Context: an optimization exercise on an open-source flow, tuned for small area, a short achievable clock period and few clock cycles. The choices shown serve that exercise and are no tape-out recipe.
Where RTL was checked, it was by simulation tests only, not by an equivalence proof against the original.

## quartz
==> module SME, before the edit <==
module SME(clk,reset,chardata,isstring,ispattern,valid,match,match_index);
  input clk;
  input reset;
  input [7:0] chardata;
  input isstring;
  input ispattern;
  output match;
  output [4:0] match_index;
  output valid;
  reg match;
  reg [4:0] match_index;
  reg valid;
  reg [7:0] s [0:31];        
  reg [5:0] len;             
  reg       prev_str;        
  reg [31:0] eq_r;           
  reg        v_r;            
  reg        dol_r, star_r, shift_r, car_r;
  reg [32:0] D;              
  reg [7:0]  ol;             
  reg [3:0]  oh;             
  reg        star_seen;
  reg [4:0]  start0;         
  integer k, j, b;
  wire newstr = isstring & ~prev_str;
  always @(posedge clk) begin
    if (isstring) begin
      for (k = 0; k < 31; k = k + 1) s[k] <= s[k+1];
      s[31] <= chardata;
      len <= newstr ? 6'd1 : len + 6'd1;
    end
  end
  reg [31:0] occ;
  always @(*)
    for (k = 0; k < 32; k = k + 1)
      occ[k] = ({1'b0, k[5:0]} + {1'b0, len}) >= 7'd32;
  wire is_dot  = (chardata == ".");
  wire is_dol  = (chardata == "$");
  wire is_star = (chardata == "*");
  wire is_car  = (chardata == "^");
  wire first = ispattern & ~v_r;    
  wire need = ~(is_dot | is_star);    
  wire [7:0] cmp = {chardata[7], chardata[6] & ~is_car, chardata[5] | is_car,
                    chardata[4:3] & {2{~is_car}}, chardata[2] & ~(is_car | is_dol),
                    chardata[1] & ~is_car, chardata[0]};
  always @(posedge clk) begin
    for (k = 0; k < 32; k = k + 1) eq_r[k] <= (s[k] == cmp) | ~need;
    dol_r   <= is_dol;
    star_r  <= is_star;
    car_r   <= is_car;
    shift_r <= ~(is_dol | is_star | is_car);
  end
  always @(posedge clk or posedge reset) begin
    if (reset) begin
      prev_str <= 1'b0;
      v_r <= 1'b0;
      valid <= 1'b0;
    end else begin
      prev_str <= isstring;
      v_r <= ispattern;
      valid <= v_r & ~ispattern;
    end
  end
  reg [32:0] X, Dn;
  reg [32:0] pre [0:6];
  always @(*) begin
    X[31:0] = D[31:0] & eq_r;
    X[32]   = D[32] & ~shift_r;
    pre[0] = X;
    for (j = 0; j < 6; j = j + 1)
      for (k = 0; k < 33; k = k + 1)
        pre[j+1][k] = ((k >> j) & 1) ? (pre[j][k] | pre[j][((k >> j) << j) - 1]) : pre[j][k];
    Dn = X;
    if (shift_r) Dn = {X[31:0], 1'b0};
    if (star_r)  Dn = pre[6];
    if (car_r)
      begin Dn[0] = D[0]; for (k = 1; k < 33; k = k + 1) Dn[k] = D[k] & (~D[k-1] | eq_r[k-1]); end
  end
  wire [4:0] off = {oh[3] | oh[2], oh[3] | oh[1],
                    ol[7] | ol[6] | ol[5] | ol[4], ol[7] | ol[6] | ol[3] | ol[2],
                    ol[7] | ol[5] | ol[3] | ol[1]};
  reg [3:0] V [0:7];
  reg [1:0] h0 [0:3], h1 [0:3];
  reg [7:0] xb, H;
  reg [3:0] any;
  reg [3:0] sb;
  reg [4:0] idxb [0:3];
  always @(*) begin
    for (k = 0; k < 8; k = k + 1) begin
      V[k] = 4'd0;
      for (b = 0; b < 8; b = b + 1) V[k] = V[k] | ({4{ol[b]}} & (k[3:0] + b[3:0]));
    end
    for (j = 0; j < 4; j = j + 1) begin
      h0[j] = 2'd0;
      h1[j] = 2'd0;
      for (b = 0; b < 4; b = b + 1) begin
        h0[j] = h0[j] | ({2{oh[b]}} & (j[1:0] + b[1:0]));
        h1[j] = h1[j] | ({2{oh[b]}} & (j[1:0] + b[1:0] + 2'd1));
      end
    end
    for (j = 0; j < 4; j = j + 1) begin
      xb = X[8*j +: 8];
      any[j] = |xb;
      H = xb & ~{xb[6:0] | {xb[5:0], 1'b0} | {xb[4:0], 2'b0} | {xb[3:0], 3'b0} |
                 {xb[2:0], 4'b0} | {xb[1:0], 5'b0} | {xb[0], 6'b0}, 1'b0};
      sb = ({4{H[0]}} & V[0]) | ({4{H[1]}} & V[1]) | ({4{H[2]}} & V[2]) | ({4{H[3]}} & V[3]) |
           ({4{H[4]}} & V[4]) | ({4{H[5]}} & V[5]) | ({4{H[6]}} & V[6]) | ({4{H[7]}} & V[7]);
      idxb[j] = {sb[3] ? h1[j] : h0[j], sb[2:0]};
    end
  end
  wire [4:0] idx_now = any[0] ? idxb[0] : any[1] ? idxb[1] : any[2] ? idxb[2] :
                       any[3] ? idxb[3] : off;
  always @(posedge clk) begin
    D <= first ? {1'b0, occ} : Dn;
    if (first) begin
      ol <= 8'd1 << len[2:0];
      oh <= 4'd1 << len[4:3];
    end else if (shift_r) begin
      ol <= {ol[0], ol[7:1]};
      if (ol[0]) oh <= {oh[0], oh[3:1]};
    end
    star_seen <= ~first & (star_seen | star_r);
    if (star_r) start0 <= idx_now;
    match <= |X;
    match_index <= star_seen ? start0 : idx_now;
  end
endmodule
Settings: LEC_CHECK=0, ABC_CLOCK_PERIOD_IN_PS=2800, CAP_MARGIN=20, CORE_MARGIN=2, CORE_UTILIZATION=40, CTS_BUF_LIST=sky130_fd_sc_hd__clkbuf_16, CTS_CLUSTER_DIAMETER=80, CTS_CLUSTER_SIZE=25, SETUP_SLACK_MARGIN=3.6, SLEW_MARGIN=20; clock period 6.2 ns.
run.sh (not shown) runs the stock make flow with config.mk's settings and CLKGATE_MAP_FILE= SYNTH_SCRIPT=/design/flow/synth_recipe.tcl, a recipe that flattens the netlist after the stock synthesis.
quartz ran to completion and came out clean on the timing, DRC and antenna checks.
diff inputs: quartz => lagoon
--- a/flow/design.v
+++ b/flow/design.v
@@ -15,15 +15,14 @@
   reg       prev_str;        
   reg [31:0] eq_r;           
   reg        v_r;            
   reg        dol_r, star_r, shift_r, car_r;
   reg [32:0] D;              
-  reg [7:0]  ol;             
-  reg [3:0]  oh;             
+  reg [4:0]  off;            
   reg        star_seen;
   reg [4:0]  start0;         
-  integer k, j, b;
+  integer k, j;
   wire newstr = isstring & ~prev_str;
   always @(posedge clk) begin
     if (isstring) begin
       for (k = 0; k < 31; k = k + 1) s[k] <= s[k+1];
       s[31] <= chardata;
@@ -74,31 +73,21 @@
     if (shift_r) Dn = {X[31:0], 1'b0};
     if (star_r)  Dn = pre[6];
     if (car_r)
       begin Dn[0] = D[0]; for (k = 1; k < 33; k = k + 1) Dn[k] = D[k] & (~D[k-1] | eq_r[k-1]); end
   end
-  wire [4:0] off = {oh[3] | oh[2], oh[3] | oh[1],
-                    ol[7] | ol[6] | ol[5] | ol[4], ol[7] | ol[6] | ol[3] | ol[2],
-                    ol[7] | ol[5] | ol[3] | ol[1]};
   reg [3:0] V [0:7];
   reg [1:0] h0 [0:3], h1 [0:3];
   reg [7:0] xb, H;
   reg [3:0] any;
   reg [3:0] sb;
   reg [4:0] idxb [0:3];
   always @(*) begin
-    for (k = 0; k < 8; k = k + 1) begin
-      V[k] = 4'd0;
-      for (b = 0; b < 8; b = b + 1) V[k] = V[k] | ({4{ol[b]}} & (k[3:0] + b[3:0]));
-    end
+    for (k = 0; k < 8; k = k + 1) V[k] = k[3:0] + {1'b0, off[2:0]};
     for (j = 0; j < 4; j = j + 1) begin
-      h0[j] = 2'd0;
-      h1[j] = 2'd0;
-      for (b = 0; b < 4; b = b + 1) begin
-        h0[j] = h0[j] | ({2{oh[b]}} & (j[1:0] + b[1:0]));
-        h1[j] = h1[j] | ({2{oh[b]}} & (j[1:0] + b[1:0] + 2'd1));
-      end
+      h0[j] = off[4:3] + j[1:0];
+      h1[j] = off[4:3] + j[1:0] + 2'd1;
     end
     for (j = 0; j < 4; j = j + 1) begin
       xb = X[8*j +: 8];
       any[j] = |xb;
       H = xb & ~{xb[6:0] | {xb[5:0], 1'b0} | {xb[4:0], 2'b0} | {xb[3:0], 3'b0} |
@@ -110,17 +99,11 @@
   end
   wire [4:0] idx_now = any[0] ? idxb[0] : any[1] ? idxb[1] : any[2] ? idxb[2] :
                        any[3] ? idxb[3] : off;
   always @(posedge clk) begin
     D <= first ? {1'b0, occ} : Dn;
-    if (first) begin
-      ol <= 8'd1 << len[2:0];
-      oh <= 4'd1 << len[4:3];
-    end else if (shift_r) begin
-      ol <= {ol[0], ol[7:1]};
-      if (ol[0]) oh <= {oh[0], oh[3:1]};
-    end
+    off <= first ? len[4:0] : off - {4'd0, shift_r};
     star_seen <= ~first & (star_seen | star_r);
     if (star_r) start0 <= idx_now;
     match <= |X;
     match_index <= star_seen ? start0 : idx_now;
   end
## What came out
- lagoon — post-placement cell count 45 lower, quartz as reference
- Compared with quartz, lagoon ends up with less cell area.
- Via count went down by a few percent going from quartz to lagoon.
- For lagoon, the highest-delay cell along the critical path was a222oi_1, unlike quartz, where it was dfxtp_1.
- The fraction of layout cells with a size suffix above 1 number comes out higher for quartz vs lagoon.
- Routed length per placed instance for lagoon is lower than for quartz.
- lagoon vs. quartz: area growth from synthesis to final layout went down by 2.5 points.
Testbench counts of lagoon, summed over its fixed seeds: cycles 16,721.
Only the layout flow was run in quartz; the RTL was not checked for function there.

[separate check: timing with driven ports]
How much do the figures lean on ideal ports? The routed layouts below were timed once more, with nothing changed but the port constraints.
Step 1 assumes that a clkbuf_16 drives the clock port and a buf_2 every other input.
Step 2 also shifts input and output timing later by t, the mid clock arrival at the registers, as if the neighbouring blocks saw the same clock.
Slacks: no drivers / after step 1 / after step 2; pairs: no drivers / after step 1.
run	t, ns	slack for setup (ns)	clock arrival spread, ns	worst register clock-pin slew, ns
quartz	0.623	3.664 / 3.664 / 3.095	0.033 / 0.033	0.10 / 0.10
lagoon	0.621	3.686 / 3.686 / 3.105	0.033 / 0.033	0.10 / 0.10
After both steps every run listed still meets setup and hold. The setup slack of lagoon, which loses most, moves by 0.000 ns with the drivers and by -0.581 ns with both steps.
